From an optimization exercise on the open Yosys and OpenROAD flow, aimed at small area; shortcuts taken in it are not production practice.
The RTL was checked by simulation tests, not by an equivalence proof against the original design.

==> flow/design.v <==
module conv1 (
  input clock,
  input reset,
  input vld_in,
  input [5:0][15:0] in,
  output vld_out,
  output [63:0][15:0] out
);
  reg vld_r;
  always @(posedge clock) vld_r <= vld_in & ~reset;
  assign vld_out = vld_r;
  wire [15:0] i0 = in[0];
  wire [15:0] i1 = in[1];
  wire [15:0] i2 = in[2];
  wire [15:0] i3 = in[3];
  wire [15:0] i4 = in[4];
  wire [15:0] i5 = in[5];
  wire [15:0] a0 = i2 + i4;
  wire [15:0] a1 = i1 + ~i3 + 16'd1;
  wire [15:0] a2 = i0 + i3;
  wire [15:0] a3 = i4 + i5;
  wire [15:0] a4 = i0 + i2;
  wire [15:0] a5 = i0 + ~i5 + 16'd1;
  wire [15:0] a6 = i4 + ~i5 + 16'd1;
  wire [15:0] a7 = i2 + ~a6;
  wire [15:0] a8 = i2 + a6;
  wire [15:0] a9 = ~i3 + a5 + 16'd1;
  wire [15:0] a10 = i1 + a4;
  wire [15:0] a11 = i1 + a6;
  wire [15:0] a12 = i0 + a1;
  wire [15:0] a13 = i1 + ~a3 + 16'd1;
  wire [15:0] a14 = i1 + a2;
  wire [15:0] a15 = i1 + a5;
  wire [15:0] a16 = ~a7 + ~a15 + 16'd1;
  wire [15:0] a17 = i4 + a9;
  wire [15:0] a18 = ~i2 + a14 + 16'd1;
  wire [15:0] a19 = ~i5 + a10;
  wire [15:0] a20 = a1 + ~a5 + 16'd1;
  wire [15:0] a21 = a3 + a10;
  wire [15:0] a22 = ~a0 + ~a9 + 16'd2;
  wire [15:0] a23 = ~a8 + ~a14 + 16'd2;
  reg [15:0] r0;
  always @(posedge clock) r0 <= a7;
  reg [15:0] r1;
  always @(posedge clock) r1 <= a8;
  reg [15:0] r2;
  always @(posedge clock) r2 <= a0;
  reg [15:0] r3;
  always @(posedge clock) r3 <= a1;
  reg [15:0] r4;
  always @(posedge clock) r4 <= a2;
  reg [15:0] r5;
  always @(posedge clock) r5 <= a9;
  reg [15:0] r6;
  always @(posedge clock) r6 <= i3;
  reg [15:0] r7;
  always @(posedge clock) r7 <= a16;
  reg [15:0] r8;
  always @(posedge clock) r8 <= a10;
  reg [15:0] r9;
  always @(posedge clock) r9 <= a11;
  reg [15:0] r10;
  always @(posedge clock) r10 <= a12;
  reg [15:0] r11;
  always @(posedge clock) r11 <= i2;
  reg [15:0] r12;
  always @(posedge clock) r12 <= a13;
  reg [15:0] r13;
  always @(posedge clock) r13 <= a3;
  reg [15:0] r14;
  always @(posedge clock) r14 <= i1;
  reg [15:0] r15;
  always @(posedge clock) r15 <= a21;
  reg [15:0] r16;
  always @(posedge clock) r16 <= a14;
  reg [15:0] r17;
  always @(posedge clock) r17 <= a4;
  reg [15:0] r18;
  always @(posedge clock) r18 <= a17;
  reg [15:0] r19;
  always @(posedge clock) r19 <= a22;
  reg [15:0] r20;
  always @(posedge clock) r20 <= a5;
  reg [15:0] r21;
  always @(posedge clock) r21 <= a18;
  reg [15:0] r22;
  always @(posedge clock) r22 <= a23;
  reg [15:0] r23;
  always @(posedge clock) r23 <= a19;
  reg [15:0] r24;
  always @(posedge clock) r24 <= a15;
  reg [15:0] r25;
  always @(posedge clock) r25 <= a20;
  wire [15:0] b0 = r1 + ~r2 + 16'd1;
  wire [15:0] b1 = r3 + ~r12 + 16'd1;
  wire [15:0] b2 = ~r4 + r20 + 16'd1;
  wire [15:0] b3 = r7 + r16;
  wire [15:0] b4 = r0 + r6 + 16'd1;
  wire [15:0] b5 = r2 + ~r3 + 16'd1;
  wire [15:0] b6 = ~r11 + r12 + 16'd1;
  wire [15:0] b7 = r19 + r24;
  wire [15:0] b8 = r17 + ~r23;
  wire [15:0] b9 = r5 + ~r10 + 16'd1;
  wire [15:0] b10 = ~r15 + r17 + 16'd1;
  wire [15:0] b11 = ~r8 + ~r19 + 16'd2;
  wire [15:0] b12 = ~r16 + r20 + 16'd1;
  wire [15:0] b13 = r0 + r3 + 16'd1;
  wire [15:0] b14 = r2 + r3;
  wire [15:0] b15 = r0 + r14 + 16'd1;
  wire [15:0] b16 = r8 + ~r20 + 16'd1;
  wire [15:0] b17 = ~r0 + ~r9 + r18 + 16'd1;
  wire [15:0] b18 = ~r13 + ~r9 + r18 + 16'd2;
  wire [15:0] b19 = ~r14 + r18 + 16'd1;
  wire [15:0] b20 = r4 + ~r9 + 16'd1;
  wire [15:0] b21 = ~r13 + r25 + 16'd1;
  wire [15:0] b22 = r14 + r19;
  wire [15:0] b23 = ~r9 + r17 + 16'd1;
  wire [15:0] b24 = r3 + r19;
  wire [15:0] b25 = ~r12 + r17 + 16'd1;
  wire [15:0] b26 = ~r13 + ~r11 + r25 + 16'd2;
  wire [15:0] b27 = ~r2 + r5 + 16'd1;
  wire [15:0] b28 = r11 + ~r18 + 16'd1;
  wire [15:0] b29 = r2 + ~r4 + 16'd1;
  wire [15:0] b30 = r0 + ~r4 + 16'd2;
  wire [15:0] b31 = r5 + r11;
  wire [15:0] b32 = r11 + r20;
  wire [15:0] b33 = r8 + ~r12 + 16'd1;
  wire [15:0] b34 = r3 + r7;
  wire [15:0] b35 = ~r0 + ~r4 + 16'd1;
  wire [15:0] b36 = ~r1 + r10 + 16'd1;
  wire [15:0] b37 = ~r0 + r10;
  wire [15:0] b38 = r13 + ~r21 + 16'd1;
  wire [15:0] b39 = r13 + r21;
  wire [15:0] b40 = ~r2 + r23 + 16'd2;
  wire [15:0] b41 = r1 + ~r8 + 16'd1;
  wire [15:0] b42 = ~r0 + ~r10 + 16'd1;
  wire [15:0] b43 = r6 + ~r23;
  wire [15:0] b44 = ~r6 + r15 + 16'd1;
  wire [15:0] b45 = r8 + ~r13 + 16'd1;
  wire [15:0] b46 = ~r6 + ~r23 + 16'd1;
  wire [15:0] b47 = r6 + r15;
  assign out[0] = b44;
  assign out[1] = b32;
  assign out[2] = b23;
  assign out[3] = r18;
  assign out[4] = r7;
  assign out[5] = b41;
  assign out[6] = b6;
  assign out[7] = b2;
  assign out[8] = b9;
  assign out[9] = b15;
  assign out[10] = r19;
  assign out[11] = b18;
  assign out[12] = b22;
  assign out[13] = b25;
  assign out[14] = b17;
  assign out[15] = b34;
  assign out[16] = r1;
  assign out[17] = r14;
  assign out[18] = b38;
  assign out[19] = b33;
  assign out[20] = r25;
  assign out[21] = b0;
  assign out[22] = r15;
  assign out[23] = b29;
  assign out[24] = r5;
  assign out[25] = b19;
  assign out[26] = b8;
  assign out[27] = b40;
  assign out[28] = r24;
  assign out[29] = b26;
  assign out[30] = r20;
  assign out[31] = b39;
  assign out[32] = b10;
  assign out[33] = b20;
  assign out[34] = b35;
  assign out[35] = r21;
  assign out[36] = b28;
  assign out[37] = b43;
  assign out[38] = b30;
  assign out[39] = b31;
  assign out[40] = b24;
  assign out[41] = b7;
  assign out[42] = b12;
  assign out[43] = b13;
  assign out[44] = r21;
  assign out[45] = b16;
  assign out[46] = b42;
  assign out[47] = b37;
  assign out[48] = b36;
  assign out[49] = r22;
  assign out[50] = 16'd0;
  assign out[51] = b1;
  assign out[52] = b46;
  assign out[53] = b4;
  assign out[54] = b45;
  assign out[55] = b3;
  assign out[56] = b12;
  assign out[57] = b14;
  assign out[58] = b11;
  assign out[59] = b47;
  assign out[60] = b21;
  assign out[61] = b27;
  assign out[62] = b5;
  assign out[63] = r12;
endmodule
==> flow/flow/run.sh <==
#!/bin/bash
# Layout flow: standard synthesis (for the register list), then the hand-mapped
# adder netlist generated by flow/gen.py from flow/plan.json replaces the
# synthesized netlist; the rest is the standard ORFS flow, with port buffers
# of the smallest buffer cell.
set -eo pipefail
R=orfs/results/sky130hd/conv1/base
bash standard.sh synth > std_synth.log 2>&1
cp $R/1_2_yosys.v std_1_2_yosys.v
python3 flow/gen.py flow/plan.json std_1_2_yosys.v hand_netlist.v > gen.log 2>&1
cp hand_netlist.v $R/1_2_yosys.v
rm -f $R/1_synth.odb
bash standard.sh BUFFER_PORTS_ARGS="-buffer_cell sky130_fd_sc_hd__buf_1" PLACE_PINS_ARGS="-min_distance 1 -min_distance_in_tracks" POST_GLOBAL_PLACE_TCL=$PWD/flow/post_gpl.tcl CTS_ARGS="-sink_clustering_enable -repair_clock_nets -sink_clustering_size 25 -sink_clustering_max_diameter 80 -dont_use_dummy_load" finish > std_finish.log 2>&1
==> flow/flow/gen.py <==
# Generates the hand-mapped gate netlist for conv1 from plan.json.
# usage: python3 gen.py plan.json std_netlist.v out_netlist.v
import json, sys, re, random, os
sys.path.insert(0, os.path.dirname(os.path.abspath(__file__)))
from nlgen3 import generate, write
plan = json.load(open(sys.argv[1]))
std = open(sys.argv[2]).read()
ffs = re.findall(r"sky130_fd_sc_hd__(dfxtp_\d)\s+(\\\S+|\S+)\s*\(", std)
stdnames = set(n for t, n in ffs)
# register-bit signatures from random simulation of the plan
M = 0xFFFF
rnd = random.Random(1)
N = 256
sigs = {}
vals = []
for t in range(N):
    x = [rnd.randrange(65536) for _ in range(6)]
    v = {f"i{j}": x[j] for j in range(6)}
    for nd in plan['nodes']:
        if nd['stage'] != 'A': continue
        op = lambda n, i: (~v[n]) & M if i else v[n]
        if nd.get('type') == 'inc': v[nd['name']] = (op(nd['a'], nd['inva']) + 1) & M
        else: v[nd['name']] = (sum(op(s_, i_) for s_, i_ in nd['ops']) + nd['const']) & M
    vals.append({r['name']: v[r['src']] for r in plan['regs']})
def sig(r, i): return tuple((vals[t][r] >> i) & 1 for t in range(N))
def ffn(r, i): return f"\\{r}[{i}]$_DFF_P_"
alias = {}
present = {}
for r in plan['regs']:
    for i in range(16):
        s = sig(r['name'], i)
        if ffn(r['name'], i) in stdnames: present.setdefault(s, (r['name'], i))
for r in plan['regs']:
    for i in range(16):
        if ffn(r['name'], i) not in stdnames:
            s = sig(r['name'], i)
            assert s in present, ('missing reg bit', r['name'], i)
            alias[(r['name'], i)] = present[s]
def ffname(r, i):
    if r == 'vld_r': return "\\vld_r$_DFF_P_ "
    return ffn(r, i) + " "
nl, assigns = generate(plan, ffname=ffname, alias=alias)
mine = len(re.findall(r"dfxtp_1", "\n".join(nl.lines)))
print('std ffs', len(ffs), 'mine', mine, 'aliases', alias)
assert mine == len(ffs)
write(nl, assigns, sys.argv[3])
print('area', round(nl.area, 1))
==> flow/flow/post_gpl.tcl <==
# Upsize the input-port buffers that buffer_ports inserted (they drive the
# stage-A fanout); output-port buffers stay at the smallest buffer cell.
foreach c [get_cells input*] {
  if {[regexp {^input[0-9]+$} [get_full_name $c]] && [get_property $c ref_name] eq "sky130_fd_sc_hd__buf_1"} {
    replace_cell $c sky130_fd_sc_hd__buf_4
  }
}
==> flow/standard.sh <==
#!/bin/bash
# synth_recipe.tcl (not shown) runs the flow's synth.tcl, then flattens the netlist and writes it again
# the make line also repeats each setting of config.mk as NAME=value (left out here)
make -C /OpenROAD-flow-scripts/flow DESIGN_CONFIG=/design/flow/config.mk WORK_HOME=/design/flow/orfs CLKGATE_MAP_FILE= SYNTH_SCRIPT=/design/flow/synth_recipe.tcl "${@:-finish}"
==> flow/config.mk <==
export PLATFORM = sky130hd
export DESIGN_NAME = conv1
export DESIGN_NICKNAME = conv1
export VERILOG_FILES = /design/flow/design.v
export SDC_FILE = /design/flow/constraint.sdc
export NUM_CORES = 8
export LEC_CHECK = 0
export CAP_MARGIN = 20
export CORE_MARGIN = 2
export CORE_UTILIZATION = 55
export CTS_CLUSTER_DIAMETER = 80
export CTS_CLUSTER_SIZE = 25
export GPL_TIMING_DRIVEN = 0
export SETUP_SLACK_MARGIN = 0.15
export SLEW_MARGIN = 20
==> flow/constraint.sdc <==
create_clock -name core_clock -period 6.0 [get_ports {clock}]
set_input_delay 1.2000 -clock core_clock [delete_from_list [all_inputs] [get_ports {clock}]]
set_output_delay 1.2000 -clock core_clock [all_outputs]
set_load 0.01 [all_outputs]
Not shown: flow/flow/nlgen3.py, flow/flow/plan.json
==> run summary, run 1 <==
YS warnings=1; number of fill cells in the layout=6112; setup TNS=0 ps; Worst path depth=24; GRT Max-Usage Layer=met2; CTS tree=yes; Max Slew Vio Count=0; Reg area=0.008458 mm2; Final ANT Viol Nets=0; CTS hold repair buffers=0; met1 usage=51.77%; Top class by area=multi-input combinational cells; Clock-cell share=1.703%; Slew headroom=23.91%; WHS=749.0 ps; clock buffer count from CTS=34; crit start category=input pin; Critical Path AT=6350 ps; fin crit share=97.29%; Clock Path Buffers=3; Final Worst Setup Slack=162.4 ps; dpl cells=6893; Max FO, Critical Path=7; status=timing/DRC/antenna clean; vias per cell=5.490; Hold Crit Start=reset
==> run 2, diff against run 1 <==
--- a/flow/flow/run.sh
+++ b/flow/flow/run.sh
@@ -12,2 +12,2 @@
 rm -f $R/1_synth.odb
-bash standard.sh BUFFER_PORTS_ARGS="-buffer_cell sky130_fd_sc_hd__buf_1" PLACE_PINS_ARGS="-min_distance 1 -min_distance_in_tracks" POST_GLOBAL_PLACE_TCL=$PWD/flow/post_gpl.tcl CTS_ARGS="-sink_clustering_enable -repair_clock_nets -sink_clustering_size 25 -sink_clustering_max_diameter 80 -dont_use_dummy_load" finish > std_finish.log 2>&1
+bash standard.sh BUFFER_PORTS_ARGS="-buffer_cell sky130_fd_sc_hd__buf_1" PLACE_PINS_ARGS="-min_distance 1 -min_distance_in_tracks" POST_GLOBAL_PLACE_TCL=$PWD/flow/post_gpl.tcl finish > std_finish.log 2>&1
==> flow/flow/plan.json (replaced) <==
{"nodes": [{"name": "a0", "stage": "A", "ops": [["i2", false], ["i4", false]], "const": 0, "lvl": 1, "kf": 3, "la": false, "_opol": [[0, 0, 0, 0, 0, 0, 0, 0, 0, 0, 0, 0, 0, 0, 0, 0], [0, 0, 0, 0, 0, 0, 0, 0, 0, 0, 0, 0, 0, 0, 0, 0]]}, {"name": "a1", "stage": "A", "ops": [["i1", false], ["i3", true]], "const": 1, "lvl": 1, "kf": 3, "la": false, "_opol": [[0, 0, 0, 0, 0, 0, 0, 0, 0, 0, 0, 0, 0, 0, 0, 0], [1, 1, 1, 1, 1, 1, 1, 1, 1, 1, 1, 1, 1, 1, 1, 1]]}, {"name": "a2", "stage": "A", "ops": [["i0", false], ["i3", false]], "const": 0, "lvl": 1, "kf": 1, "la": false, "_opol": [[0, 0, 0, 0, 0, 0, 0, 0, 0, 0, 0, 0, 0, 0, 0, 0], [0, 0, 0, 0, 0, 0, 0, 0, 0, 0, 0, 0, 0, 0, 0, 0]]}, {"name": "a3", "stage": "A", "ops": [["i4", false], ["i5", false]], "const": 0, "lvl": 1, "kf": 4, "la": false, "_opol": [[0, 0, 0, 0, 0, 0, 0, 0, 0, 0, 0, 0, 0, 0, 0, 0], [0, 0, 0, 0, 0, 0, 0, 0, 0, 0, 0, 0, 0, 0, 0, 0]]}, {"name": "a4", "stage": "A", "ops": [["i0", false], ["i2", false]], "const": 0, "lvl": 1, "kf": 1, "la": false, "_opol": [[0, 0, 0, 0, 0, 0, 0, 0, 0, 0, 0, 0, 0, 0, 0, 0], [0, 0, 0, 0, 0, 0, 0, 0, 0, 0, 0, 0, 0, 0, 0, 0]]}, {"name": "a5", "stage": "A", "ops": [["i0", false], ["i5", true]], "const": 1, "lvl": 1, "kf": 1, "la": false, "_opol": [[0, 0, 0, 0, 0, 0, 0, 0, 0, 0, 0, 0, 0, 0, 0, 0], [1, 1, 1, 1, 1, 1, 1, 1, 1, 1, 1, 1, 1, 1, 1, 1]]}, {"name": "a6", "stage": "A", "ops": [["i4", false], ["i5", true]], "const": 1, "lvl": 1, "kf": 1, "la": false, "_opol": [[0, 0, 0, 0, 0, 0, 0, 0, 0, 0, 0, 0, 0, 0, 0, 0], [1, 1, 1, 1, 1, 1, 1, 1, 1, 1, 1, 1, 1, 1, 1, 1]]}, {"name": "a7", "stage": "A", "ops": [["i2", false], ["a6", true]], "const": 0, "lvl": 2, "kf": 1, "la": false, "_opol": [[0, 0, 0, 0, 0, 0, 0, 0, 0, 0, 0, 0, 0, 0, 0, 0], [0, 1, 1, 1, 0, 1, 0, 1, 0, 1, 0, 1, 0, 1, 0, 1]]}, {"name": "a8", "stage": "A", "ops": [["i2", false], ["a6", false]], "const": 0, "lvl": 2, "kf": 1, "la": false, "_opol": [[0, 0, 0, 0, 0, 0, 0, 0, 0, 0, 0, 0, 0, 0, 0, 0], [1, 0, 0, 0, 1, 0, 1, 0, 1, 0, 1, 0, 1, 0, 1, 0]]}, {"name": "a9", "stage": "A", "ops": [["i3", true], ["a5", false]], "const": 1, "lvl": 2, "kf": 1, "la": false, "_opol": [[1, 1, 1, 1, 1, 1, 1, 1, 1, 1, 1, 1, 1, 1, 1, 1], [0, 0, 0, 0, 0, 0, 0, 0, 0, 0, 0, 0, 0, 0, 0, 0]]}, {"name": "a10", "stage": "A", "ops": [["i1", false], ["a4", false]], "const": 0, "lvl": 2, "kf": 1, "la": false, "_opol": [[0, 0, 0, 0, 0, 0, 0, 0, 0, 0, 0, 0, 0, 0, 0, 0], [0, 0, 0, 0, 0, 0, 0, 0, 0, 0, 0, 0, 0, 0, 0, 0]]}, {"name": "a11", "stage": "A", "ops": [["i1", false], ["a6", false]], "const": 0, "lvl": 2, "kf": 4, "la": false, "_opol": [[0, 0, 0, 0, 0, 0, 0, 0, 0, 0, 0, 0, 0, 0, 0, 0], [1, 0, 0, 0, 1, 0, 1, 0, 1, 0, 1, 0, 1, 0, 1, 0]]}, {"name": "a12", "stage": "A", "ops": [["i0", false], ["a1", false]], "const": 0, "lvl": 2, "kf": 4, "la": false, "_opol": [[0, 0, 0, 0, 0, 0, 0, 0, 0, 0, 0, 0, 0, 0, 0, 0], [0, 0, 0, 0, 0, 0, 0, 0, 0, 0, 0, 0, 0, 0, 0, 0]]}, {"name": "a13", "stage": "A", "ops": [["i1", false], ["a3", true]], "const": 1, "lvl": 2, "kf": 4, "la": false, "_opol": [[0, 0, 0, 0, 0, 0, 0, 0, 0, 0, 0, 0, 0, 0, 0, 0], [1, 1, 1, 1, 1, 1, 1, 1, 1, 1, 1, 1, 1, 1, 1, 1]]}, {"name": "a14", "stage": "A", "ops": [["i1", false], ["a2", false]], "const": 0, "lvl": 2, "kf": 1, "la": false, "_opol": [[0, 0, 0, 0, 0, 0, 0, 0, 0, 0, 0, 0, 0, 0, 0, 0], [0, 0, 0, 0, 0, 0, 0, 0, 0, 0, 0, 0, 0, 0, 0, 0]]}, {"name": "a15", "stage": "A", "ops": [["i1", false], ["a5", false]], "const": 0, "lvl": 2, "kf": 1, "la": false, "_opol": [[0, 0, 0, 0, 0, 0, 0, 0, 0, 0, 0, 0, 0, 0, 0, 0], [0, 0, 0, 0, 0, 0, 0, 0, 0, 0, 0, 0, 0, 0, 0, 0]]}, {"name": "a16", "stage": "A", "ops": [["a7", true], ["a15", true]], "const": 1, "lvl": 3, "kf": 1, "la": false, "_opol": [[1, 1, 1, 1, 1, 1, 1, 1, 1, 1, 1, 1, 1, 1, 1, 1], [1, 1, 1, 1, 1, 1, 1, 1, 1, 1, 1, 1, 1, 1, 1, 1]]}, {"name": "a17", "stage": "A", "ops": [["i4", false], ["a9", false]], "const": 0, "lvl": 3, "kf": 1, "la": false, "_opol": [[0, 0, 0, 0, 0, 0, 0, 0, 0, 0, 0, 0, 0, 0, 0, 0], [0, 0, 0, 0, 0, 0, 0, 0, 0, 0, 0, 0, 0, 0, 0, 0]]}, {"name": "a18", "stage": "A", "ops": [["i2", true], ["a14", false]], "const": 1, "lvl": 3, "kf": 1, "la": false, "_opol": [[1, 1, 1, 1, 1, 1, 1, 1, 1, 1, 1, 1, 1, 1, 1, 1], [0, 0, 0, 0, 0, 0, 0, 0, 0, 0, 0, 0, 0, 0, 0, 0]]}, {"name": "a19", "stage": "A", "ops": [["i5", true], ["a10", false]], "const": 0, "lvl": 3, "kf": 1, "la": false, "_opol": [[1, 1, 1, 1, 1, 1, 1, 1, 1, 1, 1, 1, 1, 1, 1, 1], [0, 0, 0, 0, 0, 0, 0, 0, 0, 0, 0, 0, 0, 0, 0, 0]]}, {"name": "a20", "stage": "A", "ops": [["a1", false], ["a5", true]], "const": 1, "lvl": 2, "kf": 3, "la": false, "_opol": [[0, 0, 0, 0, 0, 0, 0, 0, 0, 0, 0, 0, 0, 0, 0, 0], [1, 1, 1, 1, 1, 1, 1, 1, 1, 1, 1, 1, 1, 1, 1, 1]]}, {"name": "a21", "stage": "A", "ops": [["a3", false], ["a10", false]], "const": 0, "lvl": 3, "kf": 1, "la": false, "_opol": [[0, 0, 0, 0, 0, 0, 0, 0, 0, 0, 0, 0, 0, 0, 0, 0], [0, 0, 0, 0, 0, 0, 0, 0, 0, 0, 0, 0, 0, 0, 0, 0]]}, {"name": "a22", "stage": "A", "ops": [["a0", true], ["a9", true]], "const": 2, "lvl": 3, "kf": 1, "la": false, "_opol": [[1, 1, 1, 1, 1, 1, 1, 1, 1, 1, 1, 1, 1, 1, 1, 1], [1, 1, 1, 1, 1, 1, 1, 1, 1, 1, 1, 1, 1, 1, 1, 1]]}, {"name": "a23", "stage": "A", "ops": [["a8", true], ["a14", true]], "const": 2, "lvl": 3, "kf": 1, "la": false, "_opol": [[1, 1, 1, 1, 1, 1, 1, 1, 1, 1, 1, 1, 1, 1, 1, 1], [1, 1, 1, 1, 1, 1, 1, 1, 1, 1, 1, 1, 1, 1, 1, 1]]}, {"name": "b0", "stage": "B", "ops": [["r1", false], ["r2", true]], "const": 1, "lvl": 1, "kf": 1, "la": false, "_opol": [[0, 0, 0, 0, 0, 0, 0, 0, 0, 0, 0, 0, 0, 0, 0, 0], [1, 1, 1, 1, 1, 1, 1, 1, 1, 1, 1, 1, 1, 1, 1, 1]]}, {"name": "b1", "stage": "B", "ops": [["r3", false], ["r12", true]], "const": 1, "lvl": 1, "kf": 1, "la": false, "_opol": [[0, 0, 0, 0, 0, 0, 0, 0, 0, 0, 0, 0, 0, 0, 0, 0], [1, 1, 1, 1, 1, 1, 1, 1, 1, 1, 1, 1, 1, 1, 1, 1]]}, {"name": "b2", "stage": "B", "ops": [["r4", true], ["r20", false]], "const": 1, "lvl": 1, "kf": 1, "la": false, "_opol": [[1, 1, 1, 1, 1, 1, 1, 1, 1, 1, 1, 1, 1, 1, 1, 1], [0, 0, 0, 0, 0, 0, 0, 0, 0, 0, 0, 0, 0, 0, 0, 0]]}, {"name": "b3", "stage": "B", "ops": [["r7", false], ["r16", false]], "const": 0, "lvl": 1, "kf": 1, "la": false, "_opol": [[0, 0, 0, 0, 0, 0, 0, 0, 0, 0, 0, 0, 0, 0, 0, 0], [0, 0, 0, 0, 0, 0, 0, 0, 0, 0, 0, 0, 0, 0, 0, 0]]}, {"name": "b4", "stage": "B", "ops": [["r0", false], ["r6", false]], "const": 1, "lvl": 1, "kf": 1, "la": false, "_opol": [[0, 0, 0, 0, 0, 0, 0, 0, 0, 0, 0, 0, 0, 0, 0, 0], [0, 0, 0, 0, 0, 0, 0, 0, 0, 0, 0, 0, 0, 0, 0, 0]]}, {"name": "b5", "stage": "B", "ops": [["r2", false], ["r3", true]], "const": 1, "lvl": 1, "kf": 1, "la": false, "_opol": [[0, 0, 0, 0, 0, 0, 0, 0, 0, 0, 0, 0, 0, 0, 0, 0], [1, 1, 1, 1, 1, 1, 1, 1, 1, 1, 1, 1, 1, 1, 1, 1]]}, {"name": "b6", "stage": "B", "ops": [["r11", true], ["r12", false]], "const": 1, "lvl": 1, "kf": 1, "la": false, "_opol": [[1, 1, 1, 1, 1, 1, 1, 1, 1, 1, 1, 1, 1, 1, 1, 1], [0, 0, 0, 0, 0, 0, 0, 0, 0, 0, 0, 0, 0, 0, 0, 0]]}, {"name": "b7", "stage": "B", "ops": [["r19", false], ["r24", false]], "const": 0, "lvl": 1, "kf": 1, "la": false, "_opol": [[0, 0, 0, 0, 0, 0, 0, 0, 0, 0, 0, 0, 0, 0, 0, 0], [0, 0, 0, 0, 0, 0, 0, 0, 0, 0, 0, 0, 0, 0, 0, 0]]}, {"name": "b8", "stage": "B", "ops": [["r17", false], ["r23", true]], "const": 0, "lvl": 1, "kf": 1, "la": false, "_opol": [[0, 0, 0, 0, 0, 0, 0, 0, 0, 0, 0, 0, 0, 0, 0, 0], [1, 1, 1, 1, 1, 1, 1, 1, 1, 1, 1, 1, 1, 1, 1, 1]]}, {"name": "b9", "stage": "B", "ops": [["r5", false], ["r10", true]], "const": 1, "lvl": 1, "kf": 1, "la": false, "_opol": [[0, 0, 0, 0, 0, 0, 0, 0, 0, 0, 0, 0, 0, 0, 0, 0], [1, 1, 1, 1, 1, 1, 1, 1, 1, 1, 1, 1, 1, 1, 1, 1]]}, {"name": "b10", "stage": "B", "ops": [["r15", true], ["r17", false]], "const": 1, "lvl": 1, "kf": 1, "la": false, "_opol": [[1, 1, 1, 1, 1, 1, 1, 1, 1, 1, 1, 1, 1, 1, 1, 1], [0, 0, 0, 0, 0, 0, 0, 0, 0, 0, 0, 0, 0, 0, 0, 0]]}, {"name": "b11", "stage": "B", "ops": [["r8", true], ["r19", true]], "const": 2, "lvl": 1, "kf": 1, "la": false, "_opol": [[1, 1, 1, 1, 1, 1, 1, 1, 1, 1, 1, 1, 1, 1, 1, 1], [1, 1, 1, 1, 1, 1, 1, 1, 1, 1, 1, 1, 1, 1, 1, 1]]}, {"name": "b12", "stage": "B", "ops": [["r16", true], ["r20", false]], "const": 1, "lvl": 1, "kf": 1, "la": false, "_opol": [[1, 1, 1, 1, 1, 1, 1, 1, 1, 1, 1, 1, 1, 1, 1, 1], [0, 0, 0, 0, 0, 0, 0, 0, 0, 0, 0, 0, 0, 0, 0, 0]]}, {"name": "b13", "stage": "B", "ops": [["r0", false], ["r3", false]], "const": 1, "lvl": 1, "kf": 1, "la": false, "_opol": [[0, 0, 0, 0, 0, 0, 0, 0, 0, 0, 0, 0, 0, 0, 0, 0], [0, 0, 0, 0, 0, 0, 0, 0, 0, 0, 0, 0, 0, 0, 0, 0]]}, {"name": "b14", "stage": "B", "ops": [["r2", false], ["r3", false]], "const": 0, "lvl": 1, "kf": 1, "la": false, "_opol": [[0, 0, 0, 0, 0, 0, 0, 0, 0, 0, 0, 0, 0, 0, 0, 0], [0, 0, 0, 0, 0, 0, 0, 0, 0, 0, 0, 0, 0, 0, 0, 0]]}, {"name": "b15", "stage": "B", "ops": [["r0", false], ["r14", false]], "const": 1, "lvl": 1, "kf": 1, "la": false, "_opol": [[0, 0, 0, 0, 0, 0, 0, 0, 0, 0, 0, 0, 0, 0, 0, 0], [0, 0, 0, 0, 0, 0, 0, 0, 0, 0, 0, 0, 0, 0, 0, 0]]}, {"name": "b16", "stage": "B", "ops": [["r8", false], ["r20", true]], "const": 1, "lvl": 1, "kf": 1, "la": false, "_opol": [[0, 0, 0, 0, 0, 0, 0, 0, 0, 0, 0, 0, 0, 0, 0, 0], [1, 1, 1, 1, 1, 1, 1, 1, 1, 1, 1, 1, 1, 1, 1, 1]]}, {"name": "b17", "stage": "B", "ops": [["r0", true], ["r9", true], ["r18", false]], "const": 1, "lvl": 1, "kf": 1, "la": false, "_opol": [[1, 1, 1, 1, 1, 1, 1, 1, 1, 1, 1, 1, 1, 1, 1, 1], [1, 1, 1, 1, 1, 1, 1, 1, 1, 1, 1, 1, 1, 1, 1, 1]]}, {"name": "b18", "stage": "B", "ops": [["r13", true], ["r9", true], ["r18", false]], "const": 2, "lvl": 1, "kf": 1, "la": false, "_opol": [[1, 1, 1, 1, 1, 1, 1, 1, 1, 1, 1, 1, 1, 1, 1, 1], [1, 1, 1, 1, 1, 1, 1, 1, 1, 1, 1, 1, 1, 1, 1, 1]]}, {"name": "b19", "stage": "B", "ops": [["r14", true], ["r18", false]], "const": 1, "lvl": 1, "kf": 1, "la": false, "_opol": [[1, 1, 1, 1, 1, 1, 1, 1, 1, 1, 1, 1, 1, 1, 1, 1], [0, 0, 0, 0, 0, 0, 0, 0, 0, 0, 0, 0, 0, 0, 0, 0]]}, {"name": "b20", "stage": "B", "ops": [["r4", false], ["r9", true]], "const": 1, "lvl": 1, "kf": 1, "la": false, "_opol": [[0, 0, 0, 0, 0, 0, 0, 0, 0, 0, 0, 0, 0, 0, 0, 0], [1, 1, 1, 1, 1, 1, 1, 1, 1, 1, 1, 1, 1, 1, 1, 1]]}, {"name": "b21", "stage": "B", "ops": [["r13", true], ["r25", false]], "const": 1, "lvl": 1, "kf": 1, "la": false, "_opol": [[1, 1, 1, 1, 1, 1, 1, 1, 1, 1, 1, 1, 1, 1, 1, 1], [0, 0, 0, 0, 0, 0, 0, 0, 0, 0, 0, 0, 0, 0, 0, 0]]}, {"name": "b22", "stage": "B", "ops": [["r14", false], ["r19", false]], "const": 0, "lvl": 1, "kf": 1, "la": false, "_opol": [[0, 0, 0, 0, 0, 0, 0, 0, 0, 0, 0, 0, 0, 0, 0, 0], [0, 0, 0, 0, 0, 0, 0, 0, 0, 0, 0, 0, 0, 0, 0, 0]]}, {"name": "b23", "stage": "B", "ops": [["r9", true], ["r17", false]], "const": 1, "lvl": 1, "kf": 1, "la": false, "_opol": [[1, 1, 1, 1, 1, 1, 1, 1, 1, 1, 1, 1, 1, 1, 1, 1], [0, 0, 0, 0, 0, 0, 0, 0, 0, 0, 0, 0, 0, 0, 0, 0]]}, {"name": "b24", "stage": "B", "ops": [["r3", false], ["r19", false]], "const": 0, "lvl": 1, "kf": 1, "la": false, "_opol": [[0, 0, 0, 0, 0, 0, 0, 0, 0, 0, 0, 0, 0, 0, 0, 0], [0, 0, 0, 0, 0, 0, 0, 0, 0, 0, 0, 0, 0, 0, 0, 0]]}, {"name": "b25", "stage": "B", "ops": [["r12", true], ["r17", false]], "const": 1, "lvl": 1, "kf": 1, "la": false, "_opol": [[1, 1, 1, 1, 1, 1, 1, 1, 1, 1, 1, 1, 1, 1, 1, 1], [0, 0, 0, 0, 0, 0, 0, 0, 0, 0, 0, 0, 0, 0, 0, 0]]}, {"name": "b26", "stage": "B", "ops": [["r13", true], ["r11", true], ["r25", false]], "const": 2, "lvl": 1, "kf": 1, "la": false, "_opol": [[1, 1, 1, 1, 1, 1, 1, 1, 1, 1, 1, 1, 1, 1, 1, 1], [1, 1, 1, 1, 1, 1, 1, 1, 1, 1, 1, 1, 1, 1, 1, 1]]}, {"name": "b27", "stage": "B", "ops": [["r2", true], ["r5", false]], "const": 1, "lvl": 1, "kf": 1, "la": false, "_opol": [[1, 1, 1, 1, 1, 1, 1, 1, 1, 1, 1, 1, 1, 1, 1, 1], [0, 0, 0, 0, 0, 0, 0, 0, 0, 0, 0, 0, 0, 0, 0, 0]]}, {"name": "b28", "stage": "B", "ops": [["r11", false], ["r18", true]], "const": 1, "lvl": 1, "kf": 1, "la": false, "_opol": [[0, 0, 0, 0, 0, 0, 0, 0, 0, 0, 0, 0, 0, 0, 0, 0], [1, 1, 1, 1, 1, 1, 1, 1, 1, 1, 1, 1, 1, 1, 1, 1]]}, {"name": "b29", "stage": "B", "ops": [["r2", false], ["r4", true]], "const": 1, "lvl": 1, "kf": 1, "la": false, "_opol": [[0, 0, 0, 0, 0, 0, 0, 0, 0, 0, 0, 0, 0, 0, 0, 0], [1, 1, 1, 1, 1, 1, 1, 1, 1, 1, 1, 1, 1, 1, 1, 1]]}, {"name": "b30", "stage": "B", "ops": [["r0", false], ["r4", true]], "const": 2, "lvl": 1, "kf": 1, "la": false, "_opol": [[0, 0, 0, 0, 0, 0, 0, 0, 0, 0, 0, 0, 0, 0, 0, 0], [1, 1, 1, 1, 1, 1, 1, 1, 1, 1, 1, 1, 1, 1, 1, 1]]}, {"name": "b31", "stage": "B", "ops": [["r5", false], ["r11", false]], "const": 0, "lvl": 1, "kf": 1, "la": false, "_opol": [[0, 0, 0, 0, 0, 0, 0, 0, 0, 0, 0, 0, 0, 0, 0, 0], [0, 0, 0, 0, 0, 0, 0, 0, 0, 0, 0, 0, 0, 0, 0, 0]]}, {"name": "b32", "stage": "B", "ops": [["r11", false], ["r20", false]], "const": 0, "lvl": 1, "kf": 1, "la": false, "_opol": [[0, 0, 0, 0, 0, 0, 0, 0, 0, 0, 0, 0, 0, 0, 0, 0], [0, 0, 0, 0, 0, 0, 0, 0, 0, 0, 0, 0, 0, 0, 0, 0]]}, {"name": "b33", "stage": "B", "ops": [["r8", false], ["r12", true]], "const": 1, "lvl": 1, "kf": 1, "la": false, "_opol": [[0, 0, 0, 0, 0, 0, 0, 0, 0, 0, 0, 0, 0, 0, 0, 0], [1, 1, 1, 1, 1, 1, 1, 1, 1, 1, 1, 1, 1, 1, 1, 1]]}, {"name": "b34", "stage": "B", "ops": [["r3", false], ["r7", false]], "const": 0, "lvl": 1, "kf": 1, "la": false, "_opol": [[0, 0, 0, 0, 0, 0, 0, 0, 0, 0, 0, 0, 0, 0, 0, 0], [0, 0, 0, 0, 0, 0, 0, 0, 0, 0, 0, 0, 0, 0, 0, 0]]}, {"name": "b35", "stage": "B", "ops": [["r0", true], ["r4", true]], "const": 1, "lvl": 1, "kf": 1, "la": false, "_opol": [[1, 1, 1, 1, 1, 1, 1, 1, 1, 1, 1, 1, 1, 1, 1, 1], [1, 1, 1, 1, 1, 1, 1, 1, 1, 1, 1, 1, 1, 1, 1, 1]]}, {"name": "b36", "stage": "B", "ops": [["r1", true], ["r10", false]], "const": 1, "lvl": 1, "kf": 1, "la": false, "_opol": [[1, 1, 1, 1, 1, 1, 1, 1, 1, 1, 1, 1, 1, 1, 1, 1], [0, 0, 0, 0, 0, 0, 0, 0, 0, 0, 0, 0, 0, 0, 0, 0]]}, {"name": "b37", "stage": "B", "ops": [["r0", true], ["r10", false]], "const": 0, "lvl": 1, "kf": 1, "la": false, "_opol": [[1, 1, 1, 1, 1, 1, 1, 1, 1, 1, 1, 1, 1, 1, 1, 1], [0, 0, 0, 0, 0, 0, 0, 0, 0, 0, 0, 0, 0, 0, 0, 0]]}, {"name": "b38", "stage": "B", "ops": [["r13", false], ["r21", true]], "const": 1, "lvl": 1, "kf": 1, "la": false, "_opol": [[0, 0, 0, 0, 0, 0, 0, 0, 0, 0, 0, 0, 0, 0, 0, 0], [1, 1, 1, 1, 1, 1, 1, 1, 1, 1, 1, 1, 1, 1, 1, 1]]}, {"name": "b39", "stage": "B", "ops": [["r13", false], ["r21", false]], "const": 0, "lvl": 1, "kf": 1, "la": false, "_opol": [[0, 0, 0, 0, 0, 0, 0, 0, 0, 0, 0, 0, 0, 0, 0, 0], [0, 0, 0, 0, 0, 0, 0, 0, 0, 0, 0, 0, 0, 0, 0, 0]]}, {"name": "b40", "stage": "B", "ops": [["r2", true], ["r23", false]], "const": 2, "lvl": 1, "kf": 1, "la": false, "_opol": [[1, 1, 1, 1, 1, 1, 1, 1, 1, 1, 1, 1, 1, 1, 1, 1], [0, 0, 0, 0, 0, 0, 0, 0, 0, 0, 0, 0, 0, 0, 0, 0]]}, {"name": "b41", "stage": "B", "ops": [["r1", false], ["r8", true]], "const": 1, "lvl": 1, "kf": 1, "la": false, "_opol": [[0, 0, 0, 0, 0, 0, 0, 0, 0, 0, 0, 0, 0, 0, 0, 0], [1, 1, 1, 1, 1, 1, 1, 1, 1, 1, 1, 1, 1, 1, 1, 1]]}, {"name": "b42", "stage": "B", "ops": [["r0", true], ["r10", true]], "const": 1, "lvl": 1, "kf": 1, "la": false, "_opol": [[1, 1, 1, 1, 1, 1, 1, 1, 1, 1, 1, 1, 1, 1, 1, 1], [1, 1, 1, 1, 1, 1, 1, 1, 1, 1, 1, 1, 1, 1, 1, 1]]}, {"name": "b43", "stage": "B", "ops": [["r6", false], ["r23", true]], "const": 0, "lvl": 1, "kf": 1, "la": false, "_opol": [[0, 0, 0, 0, 0, 0, 0, 0, 0, 0, 0, 0, 0, 0, 0, 0], [1, 1, 1, 1, 1, 1, 1, 1, 1, 1, 1, 1, 1, 1, 1, 1]]}, {"name": "b44", "stage": "B", "ops": [["r6", true], ["r15", false]], "const": 1, "lvl": 1, "kf": 1, "la": false, "_opol": [[1, 1, 1, 1, 1, 1, 1, 1, 1, 1, 1, 1, 1, 1, 1, 1], [0, 0, 0, 0, 0, 0, 0, 0, 0, 0, 0, 0, 0, 0, 0, 0]]}, {"name": "b45", "stage": "B", "ops": [["r8", false], ["r13", true]], "const": 1, "lvl": 1, "kf": 1, "la": false, "_opol": [[0, 0, 0, 0, 0, 0, 0, 0, 0, 0, 0, 0, 0, 0, 0, 0], [1, 1, 1, 1, 1, 1, 1, 1, 1, 1, 1, 1, 1, 1, 1, 1]]}, {"name": "b46", "stage": "B", "ops": [["r6", true], ["r23", true]], "const": 1, "lvl": 1, "kf": 1, "la": false, "_opol": [[1, 1, 1, 1, 1, 1, 1, 1, 1, 1, 1, 1, 1, 1, 1, 1], [1, 1, 1, 1, 1, 1, 1, 1, 1, 1, 1, 1, 1, 1, 1, 1]]}, {"name": "b47", "stage": "B", "ops": [["r6", false], ["r15", false]], "const": 0, "lvl": 1, "kf": 1, "la": false, "_opol": [[0, 0, 0, 0, 0, 0, 0, 0, 0, 0, 0, 0, 0, 0, 0, 0], [0, 0, 0, 0, 0, 0, 0, 0, 0, 0, 0, 0, 0, 0, 0, 0]]}], "regs": [{"name": "r0", "src": "a7"}, {"name": "r1", "src": "a8"}, {"name": "r2", "src": "a0"}, {"name": "r3", "src": "a1"}, {"name": "r4", "src": "a2"}, {"name": "r5", "src": "a9"}, {"name": "r6", "src": "i3"}, {"name": "r7", "src": "a16"}, {"name": "r8", "src": "a10"}, {"name": "r9", "src": "a11"}, {"name": "r10", "src": "a12"}, {"name": "r11", "src": "i2"}, {"name": "r12", "src": "a13"}, {"name": "r13", "src": "a3"}, {"name": "r14", "src": "i1"}, {"name": "r15", "src": "a21"}, {"name": "r16", "src": "a14"}, {"name": "r17", "src": "a4"}, {"name": "r18", "src": "a17"}, {"name": "r19", "src": "a22"}, {"name": "r20", "src": "a5"}, {"name": "r21", "src": "a18"}, {"name": "r22", "src": "a23"}, {"name": "r23", "src": "a19"}, {"name": "r24", "src": "a15"}, {"name": "r25", "src": "a20"}], "outs": ["b44", "b32", "b23", "r18", "r7", "b41", "b6", "b2", "b9", "b15", "r19", "b18", "b22", "b25", "b17", "b34", "r1", "r14", "b38", "b33", "r25", "b0", "r15", "b29", "r5", "b19", "b8", "b40", "r24", "b26", "r20", "b39", "b10", "b20", "b35", "r21", "b28", "b43", "b30", "b31", "b24", "b7", "b12", "b13", "r21", "b16", "b42", "b37", "b36", "r22", null, "b1", "b46", "b4", "b45", "b3", "b12", "b14", "b11", "b47", "b21", "b27", "b5", "r12"], "cost": 21140, "conf": 2}
==> run summary, run 2 <==
routed wire length=167700 um; commonest cells after routing, fill and taps aside=1544 x xor2_1, 1009 x buf_1, 560 x xnor2_1, 445 x nand2_1, 358 x dfxtp_1; Max Cap Viol=0; 1st-iter DRT viols=3491; Post-Syn Area=0.03966 mm2; status=timing/DRC/antenna clean; Hold Crit Start=reset; die height=272.5 um; Avg Inst Size Synth=8.068 um2; minimum period implied by the final worst setup slack=5758 ps; first-pass GRT wire length=231900 um; Critical Setup Path Class=input pin to flip-flop; clock root cell=clkbuf_16; CTS Sinks=417; Final ANT Viol Nets=0 (unchanged); post-detailed-placement half-perimeter wirelength=138500 um; fin nets=6287; FP Rows=98; clock buffer count from CTS=35 (+2.9%); post-layout instance area=0.05001 mm2; worst hold path type=input pin to flip-flop; Max Fclk=0.1737 GHz; area growth from synthesis to layout=26.12%; TritonRoute pass-1 iters=5; CTS tree=yes; pin slew with the least headroom to its limit=1061 ps; CTS hold repair buffers=0 (unchanged); Final Hold Violating Endpoints=0; vias in the first global route=35170; CP Capture Type=flip-flop; Die X=272.5 um; Final Worst Setup Slack=242.3 ps (+79.93 ps); largest net degree at the start of global routing=22; YS warnings=1 (unchanged); Final Setup Violations=0; non-filler instance count after layout=7110; vias per cell=5.538 (+0.87%); Buffers on Ports=1107; Max Slew Vio Count=0 (unchanged); gr usage total=42.60%; vias post-DR=39370; antenna violations before repair=14; Core Box Area=0.07149 mm2; Max FO, Critical Path=5 (-2); I/O pin total=1124; CTS clk-pin slew, worst paths=90 ps; placed cell area=0.04542 mm2; grt ovf=0; Clock Path Buffers=3 (unchanged); CTS HTree Levels=2; die area=0.07426 mm2; fin crit share=95.96% (-1.3 points); most common cell after layout, fill and taps aside=xor2_1; layout cell share with drive strength beyond 1=13.17%; crit path launch=in[65]; Slew headroom=29.16% (+5.3 points); wire per inst=23.58 um; RSZ-0062 raised after global routing=yes; dpl cells=6987 (+1.4%); DRC Markers=0; Critical Path AT=6230 ps (-120 ps); crit start category=input pin; setup slack at placement=-911.1 ps; Worst EP required=6480 ps; Mapped Cells=4915; starting density of the core=55.47%
[run 2: layout make-up]
type,count,area (um2)
multi-input cells,4459,34040
fillers,6110,21470
flip-flops and latches,417,8474
repair buffers,1158,4906
well taps,950,1189
clock buffers,41,970.9
clock inverters,21,210.2
inverters,54,202.7
diodes,10,25.02
[run 2: through the flow]
stage | setup TNS (ps) | util, % | hold slack [ps]
floorplan | 0 | - | 1228
global placement | -16640 | 63.03 | 1355
detailed placement | -11180 | 63.54 | 1361
CTS | 0 | 67.33 | 748.4
global route | 0 | 69.95 | 765.4
finish | 0 | 69.96 | 757.8
[run 2: path summary, 6_finish.rpt]
check / end / slack, ps / cells past startpoint
setup / recovery: r22[15]$_DFF_P_ / 240 / 23
hold / removal: vld_r$_DFF_P_ / 760 / 2
[run 2: layer usage]
layer  vias to the layer above  part of all wire [%]  global-route usage [%]
met2                      2094                    41                   61.75
li1                      18160                     -                       -
met5                         -                 0.026                       0
met3                       334                    12                   10.60
met1                     18780                    41                   58.94
met4                         6                   5.6                   20.52
[run 2: timing repair]
item | in CTS | in global routing
resized for setup | 303 | 344
setup endpoints to repair | 155 | 122
pin swaps | 11 | 25
buffers inserted | 25 | 26
[run 2: worst max-delay path, stage by stage]
cell	delay [ps]
buf_4	160
xnor2_2	280
nor2_1	90
a21oi_2	290
o21ai_2	180
xor2_4	280
xor2_1	270
xor2_1	290
xor2_1	300
xnor2_1	170
o21ai_2	340
a21oi_1	180
o21ai_1	290
a21oi_1	150
o21ai_1	290
a21oi_2	140
o21ai_1	290
a21oi_2	140
o21ai_1	240
a21oi_1	160
o21ai_1	220
a21oi_1	120
xnor2_1	140
==> run 3, diff against run 2 <==
--- a/flow/flow/run.sh
+++ b/flow/flow/run.sh
@@ -12,2 +12,2 @@
 rm -f $R/1_synth.odb
-bash standard.sh BUFFER_PORTS_ARGS="-buffer_cell sky130_fd_sc_hd__buf_1" PLACE_PINS_ARGS="-min_distance 1 -min_distance_in_tracks" POST_GLOBAL_PLACE_TCL=$PWD/flow/post_gpl.tcl finish > std_finish.log 2>&1
+bash standard.sh BUFFER_PORTS_ARGS="-buffer_cell sky130_fd_sc_hd__buf_1" PLACE_PINS_ARGS="-min_distance 1 -min_distance_in_tracks" POST_GLOBAL_PLACE_TCL=$PWD/flow/post_gpl.tcl CTS_ARGS="-sink_clustering_enable -repair_clock_nets -sink_clustering_size 25 -sink_clustering_max_diameter 80 -dont_use_dummy_load" finish > std_finish.log 2>&1
==> run summary, run 3 <==
status=timing/DRC/antenna clean; commonest cells after routing, fill and taps aside=1549 x xor2_1, 1009 x buf_1, 565 x xnor2_1, 445 x nand2_1, 359 x dfxtp_1; Max Cap Viol=0 (unchanged); grt ovf=0 (unchanged); Clock Path Buffers=3 (unchanged); RSZ-0062 raised after global routing=yes; CTS tree=yes; vias in the first global route=35000 (-0.48%); number of fill cells in the layout=6145 (+0.57%); 1st-iter DRT viols=3665 (+5.0%); Critical Path AT=4550 ps (-1680 ps); starting density of the core=55.47% (unchanged); post-detailed-placement half-perimeter wirelength=138500 um (unchanged); Die X=272.5 um (unchanged); fin nets=6289 (+0.032%); CTS clk-pin slew, worst paths=60 ps (-30 ps); first-pass GRT wire length=231100 um (-0.36%); Final Worst Setup Slack=247.1 ps (+4.794 ps); routed wire length=167900 um (+0.14%); clock buffer count from CTS=35 (unchanged); Mapped Cells=4915 (unchanged); antenna violations before repair=15 (+1); die area=0.07426 mm2 (unchanged); I/O pin total=1124 (unchanged); wire per inst=23.70 um (+0.48%); fin crit share=95.88% (about the same); vias post-DR=39410 (+0.089%); Crit-path slowest cell=dfxtp_4; CTS Sinks=417 (unchanged); pin slew with the least headroom to its limit=1090 ps (+29.14 ps); vias per cell=5.561 (+0.43%); crit-path cells=xnor2_2 > nor2_1 > a21oi_1 > o21ai_2 > a21oi_2 > o21ai_1 > a21oi_2 > o21ai_1 > a21oi_2 > o21ai_1 > a21oi_2 > o21ai_4 > a21oi_2 > o21ai_1 > a21oi_1 > o21ai_1 > xor2_1 > buf_1; largest net degree at the start of global routing=22 (unchanged); layout cell share with drive strength beyond 1=12.62% (-0.55 points); minimum period implied by the final worst setup slack=5753 ps (-4.794 ps); worst hold path type=input pin to flip-flop; YS warnings=1 (unchanged); Worst EP required=4800 ps (-1680 ps); Buf/Inv on CP=1 (unchanged); TritonRoute pass-1 iters=6 (+1); CTS hold repair buffers=0 (unchanged); Post-Syn Area=0.03966 mm2 (unchanged); crit path launch=r2[1]$_DFF_P_; Avg Inst Size Synth=8.068 um2 (unchanged); DRC Markers=0 (unchanged); Max Fclk=0.1738 GHz (about the same); Core Box Area=0.07149 mm2 (unchanged); setup TNS=0 ps (unchanged); Final Setup Violations=0 (unchanged); Final ANT Viol Nets=0 (unchanged); crit start category=flip-flop; CP Capture Type=output port; CTS HTree Levels=2 (unchanged); Max Slew Vio Count=0 (unchanged); die height=272.5 um (unchanged); Slew headroom=27.22% (-1.9 points); setup slack at placement=-911.1 ps (unchanged); Max FO, Critical Path=10 (+5); Buffers on Ports=1107 (unchanged); Critical Setup Path Class=flip-flop to output port; gr usage total=42.43% (-0.17 points); CP delay by family, top=compound AO/OA/AOI/OAI gates; Final Hold Violating Endpoints=0 (unchanged); FP Rows=98 (unchanged); Core Util, Final=69.45% (-0.51 points); CP peak stage delay=410 ps (+70 ps); Hold Crit Start=reset; clock root cell=clkbuf_16; area growth from synthesis to layout=25.19%; most common cell after layout, fill and taps aside=xor2_1
-- run 3: changes by cell type in the layout (fill, tap and decap cells not counted), moves of 4 or more --
cell     previous run  this run
xor2_2            111       107
inv_8               7         0
xor2_1           1544      1549
xnor2_2            42        37
xnor2_1           560       565
-- run 3: worst paths after layout --
| kind | to | slack [ps] | cells after the start |
|---|---|---|---|
| max | out[991] | 250 | 18 |
| min | vld_r$_DFF_P_ | 790 | 2 |
-- run 3: final cells by class --
class                           count  area [um2]  area share (%)
Antenna cell                       11       27.53         0.05544
Clock buffer                       35       875.8           1.764
Multi-Input combinational cell   4459       33970           68.41
Tap cell                          950        1189           2.394
Inverter                           54       202.7          0.4083
Timing Repair Buffer             1160        4921           9.912
Sequential cell                   417        8466           17.05
-- run 3: metal layers --
layer	track usage [%]	share of wire [%]
met1	59.00	42
met2	62.01	41
met3	9.902	12
met4	19.61	5.5
met5	0	0.030
-- run 3: repair_timing --
item                                    4_1_cts  5_1_grt
endpoints found under the setup margin      151      120
gates resized for setup                     291      342
setup buffers                                25       28
pin swaps                                    10       24
-- run 3: through the flow --
step | cell area, um2 | instances | hold WS, ps
2_1_floorplan | 39710 | 4930 | 1228
3_3_place_gp | 45060 | 6987 | 1355
3_5_place_dp | 45420 | 6987 | 1361
4_1_cts | 47750 | 7047 | 777.5
5_1_grt | 49630 | 7081 | 790.0
6_report | 49650 | 7086 | 786.1
==> run 4, diff against run 3 <==
--- a/flow/config.mk
+++ b/flow/config.mk
@@ -9,3 +9,3 @@
 export CORE_MARGIN = 2
-export CORE_UTILIZATION = 55
+export CORE_UTILIZATION = 62
 export CTS_CLUSTER_DIAMETER = 80
@@ -13,3 +13,3 @@
 export GPL_TIMING_DRIVEN = 0
-export SETUP_SLACK_MARGIN = 0.15
+export SETUP_SLACK_MARGIN = 0.13
 export SLEW_MARGIN = 20
==> run summary, run 4 <==
fin crit share=97.92% (+2.0 points); die height=256.9 um (-5.7%); clock buffer count from CTS=30 (-14%); vias per cell=5.813 (+4.5%); TritonRoute pass-1 iters=8 (+2); CTS HTree Levels=1 (-1); Final Setup Violations=0 (unchanged); Max Cap Viol=0 (unchanged); hold path depth=2 (unchanged); routed wire length=168800 um (+0.54%); vias in the first global route=36320 (+3.8%); die area=0.06600 mm2 (-11%); CTS tree=yes; setup slack at placement=-742.5 ps (+168.6 ps); Buffers on Ports=1107 (unchanged); CP Capture Type=output port; Slew headroom=32.14% (+4.9 points); Clock Path Buffers=3 (unchanged); post-detailed-placement half-perimeter wirelength=135700 um (-2.0%); gr usage total=47.06% (+4.6 points); FP Rows=92 (-6.1%); CTS hold repair buffers=0 (unchanged); Die X=256.9 um (-5.7%); status=timing/DRC/antenna clean; layout cell share with drive strength beyond 1=12.00% (-0.62 points); first-pass GRT wire length=230800 um (-0.11%); minimum period implied by the final worst setup slack=5875 ps (+122.5 ps); largest net degree at the start of global routing=26 (+18%); 1st-iter DRT viols=4460 (+22%); worst hold path type=input pin to flip-flop; commonest cells after routing, fill and taps aside=1553 x xor2_1, 1008 x buf_1, 563 x xnor2_1, 445 x nand2_1, 379 x o21ai_1; Worst EP required=4800 ps (about the same); Max Slew Vio Count=0 (unchanged); antenna violations before repair=12 (-3); wire per inst=24.22 um (+2.2%); pin slew with the least headroom to its limit=1017 ps (-73.66 ps); vias post-DR=40520 (+2.8%); most common cell after layout, fill and taps aside=xor2_1; Final Worst Setup Slack=124.6 ps (-122.5 ps); CTS Sinks=417 (unchanged); RSZ-0062 raised after global routing=yes; Max Fclk=0.1702 GHz (-2.1%); CTS clk-pin slew, worst paths=90 ps (+30 ps); crit start category=flip-flop; fin nets=6282 (-0.11%); Final ANT Viol Nets=0 (unchanged); Post-Syn Area=0.03966 mm2 (unchanged); grt ovf=0 (unchanged); Avg Inst Size Synth=8.068 um2 (unchanged); clock root cell=clkbuf_16; WHS Endpoint=vld_r$_DFF_P_; I/O pin total=1124 (unchanged); Mapped Cells=4915 (unchanged); area growth from synthesis to layout=24.07%; starting density of the core=62.75% (+7.3 points); Critical Setup Path Class=flip-flop to output port; YS warnings=1 (unchanged); Critical Path AT=4680 ps (+130 ps); Hold Crit Start=reset; Core Box Area=0.06320 mm2 (-12%); setup TNS=0 ps (unchanged); DRC Markers=0 (unchanged); Max FO, Critical Path=6 (-4); Final Hold Violating Endpoints=0 (unchanged)
## run 4: cell count changes in the layout (fill, tap and decap cells not counted), moves of 3 or more
cell / change
o21ai_4: -3
dfxtp_1: -4
clkbuf_16: -5
dfxtp_4: +3
diode_2: -5
o21ai_1: +28
o21ai_2: -25
a21oi_4: -7
xor2_1: +4
a21oi_1: +7
xor2_2: -6
## run 4: what timing repair did
item | CTS | global route
buffers inserted | 28 | 23
setup endpoints to repair | 130 | 121
pin swaps | 10 | 20
gates cloned | 0 | 0
hold endpoints to repair | 0 | 0
gates resized for setup | 224 | 374
## run 4: final cells by class
type	count	area, um2
multi-input combinational	4459	33790
fill	4500	13990
sequential	417	8478
timing repair buffer	1158	4907
tap	846	1059
clock buffer	30	750.7
inverter	54	202.7
antenna	6	15.01
## run 4: layer usage
metal | routed length (um) | part of all wire (%) | track usage (%) | up-vias
met5 | 62 | 0.037 | 0 | -
met3 | 25790 | 15 | 15.65 | 513
met1 | 63540 | 38 | 62.96 | 19130
met2 | 68890 | 41 | 67.35 | 2723
met4 | 10540 | 6.2 | 23.85 | 8
li1 | - | - | - | 18150
## run 4: worst max path at each step
| stage | depth (start not counted) | start | endpoint |
|---|---|---|---|
| global route | 24 | in[81] | r19[15]$_DFF_P_ |
| detailed placement | 23 | in[65] | r22[15]$_DFF_P_ |
| CTS | 20 | r18[1]$_DFF_P_ | out[239] |
| floorplan | 22 | in[1] | r19[15]$_DFF_P_ |
| finish | 18 | r0[1]$_DFF_P_ | out[767] |
| global placement | 23 | in[81] | r19[15]$_DFF_P_ |
## run 4: worst max-delay path, stage by stage (launching register included)
cell and delay [ps]:
dfxtp_4 400, xnor2_1 280, nor2_1 70, a21oi_1 360
o21ai_2 180, a21oi_2 280, o21ai_1 170, a21oi_2 270
o21ai_1 160, a21oi_2 230, o21ai_1 140, a21oi_1 300
o21ai_1 160, a21oi_2 260, o21ai_1 130, a21oi_1 240
o21ai_1 100, xor2_1 140, buf_1 160
## run 4: through the flow
stage	instance area, um2	utilization [%]	hold slack [ps]	instances
4_1_cts	47200	74.69	724.2	6941
2_1_floorplan	39710	-	1228	4930
5_1_grt	49200	77.85	739.8	6970
3_5_place_dp	45290	71.67	1366	6883
3_3_place_gp	44930	71.09	1354	6883
6_report	49200	77.85	737.3	6970
==> run 5, diff against run 4 <==
--- a/flow/config.mk
+++ b/flow/config.mk
@@ -9,7 +9,8 @@
 export CORE_MARGIN = 2
-export CORE_UTILIZATION = 62
+export CORE_UTILIZATION = 55
 export CTS_CLUSTER_DIAMETER = 80
 export CTS_CLUSTER_SIZE = 25
+export GPL_ROUTABILITY_DRIVEN = 0
 export GPL_TIMING_DRIVEN = 0
-export SETUP_SLACK_MARGIN = 0.13
+export SETUP_SLACK_MARGIN = 0.08
 export SLEW_MARGIN = 20
==> run summary, run 5 <==
vias per cell=5.494 (-5.5%); CTS clk-pin slew, worst paths=70 ps (-20 ps); Critical Setup Path Class=flip-flop to output port; Crit-path slowest cell=dfxtp_2; hold path depth=2 (unchanged); crit-path cells=nor2_1 > or2_0 > a21oi_2 > o21ai_2 > a21oi_2 > o21ai_1 > a21oi_2 > o21ai_2 > a21oi_1 > o21ai_1 > a21oi_1 > o21ai_2 > a21oi_2 > o21ai_1 > a21oi_1 > xnor2_1 > buf_1; Final Setup Violations=0 (unchanged); setup TNS=0 ps (unchanged); grt ovf=0 (unchanged); commonest cells after routing, fill and taps aside=1555 x xor2_1, 1009 x buf_1, 571 x xnor2_1, 445 x nand2_1, 375 x o21ai_1; pin slew with the least headroom to its limit=1088 ps (+71.39 ps); CP peak stage delay=550 ps (+150 ps); starting density of the core=55.47% (-7.3 points); WHS Endpoint=vld_r$_DFF_P_; CTS tree=yes; 1st-iter DRT viols=3279 (-26%); Final ANT Viol Nets=0 (unchanged); Mapped Cells=4915 (unchanged); area of the multi-input gates=0.03375 mm2 (-0.11%); fin crit share=97.23% (-0.70 points); Reg area=0.008448 mm2 (-0.35%); CTS hold repair buffers=0 (unchanged); uppermost layer routed=met5; Max Cap Viol=0 (unchanged); Post-Syn Area=0.03966 mm2 (unchanged); dpl cells=6987 (+1.5%); number of fill cells in the layout=6237 (+39%); crit start category=flip-flop; vias post-DR=38840 (-4.1%); Core Util, Final=68.95% (-8.9 points); CP Capture Type=output port; Avg Inst Size Synth=8.068 um2 (unchanged); wire per inst=23.01 um (-5.0%); most common cell after layout, fill and taps aside=xor2_1; Max Fclk=0.1714 GHz (+0.72%); Hold Crit Start=reset; vias in the first global route=34030 (-6.3%); WHS=767.7 ps (+30.43 ps); routed wire length=162700 um (-3.6%); Max Slew Vio Count=0 (unchanged); YS warnings=1 (unchanged); antenna violations before repair=12 (unchanged); CP most frequent cell=a21oi_2; Core Box Area=0.07149 mm2 (+13%); RSZ-0062 raised after global routing=yes; area growth from synthesis to layout=24.30%; worst hold path type=input pin to flip-flop; die area=0.07426 mm2 (+13%); DRC Markers=0 (unchanged); Final Hold Violating Endpoints=0 (unchanged); clock buffer count from CTS=34 (+13%); gr usage total=41.04% (-6.0 points); layout cell share with drive strength beyond 1=11.50% (-0.50 points); status=timing/DRC/antenna clean; post-detailed-placement half-perimeter wirelength=134400 um (-1.0%); Critical Path AT=4630 ps (-50 ps); CTS HTree Levels=2 (+1); met3 WL=19020 um (-26%); Die X=272.5 um (+6.1%); Buffers on Ports=1107 (unchanged); fin nets=6276 (-0.096%); first-pass GRT wire length=223000 um (-3.4%); FP Rows=98 (+6.5%); CTS Sinks=417 (unchanged); non-filler instance count after layout=7070 (+1.4%); minimum period implied by the final worst setup slack=5834 ps (-41.80 ps); die height=272.5 um (+6.1%); Clock Path Buffers=3 (unchanged); clock root cell=clkbuf_16; Max FO, Critical Path=10 (+4); M1 WL=69110 um (+8.8%); Worst EP required=4800 ps (about the same); Slew headroom=27.37% (-4.8 points); DR WL met2=66160 um (-4.0%); I/O pin total=1124 (unchanged); largest net degree at the start of global routing=26 (unchanged); TritonRoute pass-1 iters=6 (-2)
## run 5: stage by stage
step | worst slack (ps) | instance area, um2
3_3_place_gp | -897.0 | 45060
5_1_grt | -15.81 | 49280
2_1_floorplan | 609.4 | 39710
6_report | 166.4 | 49290
4_1_cts | 6.978 | 47300
3_5_place_dp | -878.4 | 45420
## run 5: final cells by class
class                   count  share of cell area [%]
well taps                 950                   2.411
repair buffers           1148                   9.800
diodes                      8                 0.04061
clock buffers              34                   1.726
flip-flops and latches    417                   17.14
multi-input cells        4459                   68.47
inverters                  54                  0.4112
## run 5: worst max-delay path: cells and delay by family (launching register included)
kind	cells	cell delay (ps)
compound gates	13	2750
flops	1	550
simple gates	2	390
buf+inv	1	180
xor+xnor	1	160
## run 5: worst max-delay path by stage
stage                       start         endpoint  slack (ps)  depth (start not counted)
finish              r8[0]$_DFF_P_         out[943]         170                         17
global route               in[65]  r22[15]$_DFF_P_         -20                         23
CTS                         in[1]  r19[15]$_DFF_P_           7                         23
detailed placement          in[1]  r19[15]$_DFF_P_        -880                         23
global placement           in[81]  r19[15]$_DFF_P_        -900                         24
floorplan                   in[1]  r19[15]$_DFF_P_         610                         22
## run 5: timing repair
action                                  4_1_cts  5_1_grt
endpoints found under the setup margin      129      111
endpoints found under the hold margin         0        0
pin swaps                                     6       16
gates resized for setup                     223      349
buffers inserted                             12       29
cloned                                        0        0
## run 5: routing by layer
layer  vias to the layer above  GRT usage, %
met2                      1929         59.50
met5                         -             0
met1                     18440         57.50
li1                      18140             -
met4                         8         17.76
met3                       324         10.21

==> port drivers added, routing unchanged <==
Ports are ideal in the flow. The routed layouts listed here were re-timed in OpenROAD.
Step 1, drivers: a clkbuf_16 drives clock and a buf_2 each remaining input, both assumed.
Step 2 moves the port delays by t, midway between the first and last clock arrival at a register: inputs arrive t later, outputs are due t later. That takes back most of the time a late clock gives input paths.
Slacks: no drivers / after step 1 / after step 2; pairs: no drivers / after step 1.
run	t, ns	slack for setup (ns)	worst register clock-pin slew, ns
run 1	0.626	0.162 / 0.202 / -0.416	0.09 / 0.09
run 2	0.647	0.242 / 0.175 / -0.385	0.10 / 0.10
run 3	0.632	0.247 / 0.176 / -0.335	0.10 / 0.10
run 4	0.682	0.125 / 0.055 / -0.441	0.11 / 0.11
run 5	0.625	0.166 / 0.096 / -0.398	0.10 / 0.10
Met with ideal ports but missed after step 2: setup timing in every run listed. For run 2, which loses most, drivers alone change the setup slack by -0.067 ns; drivers and shift together by -0.627 ns.
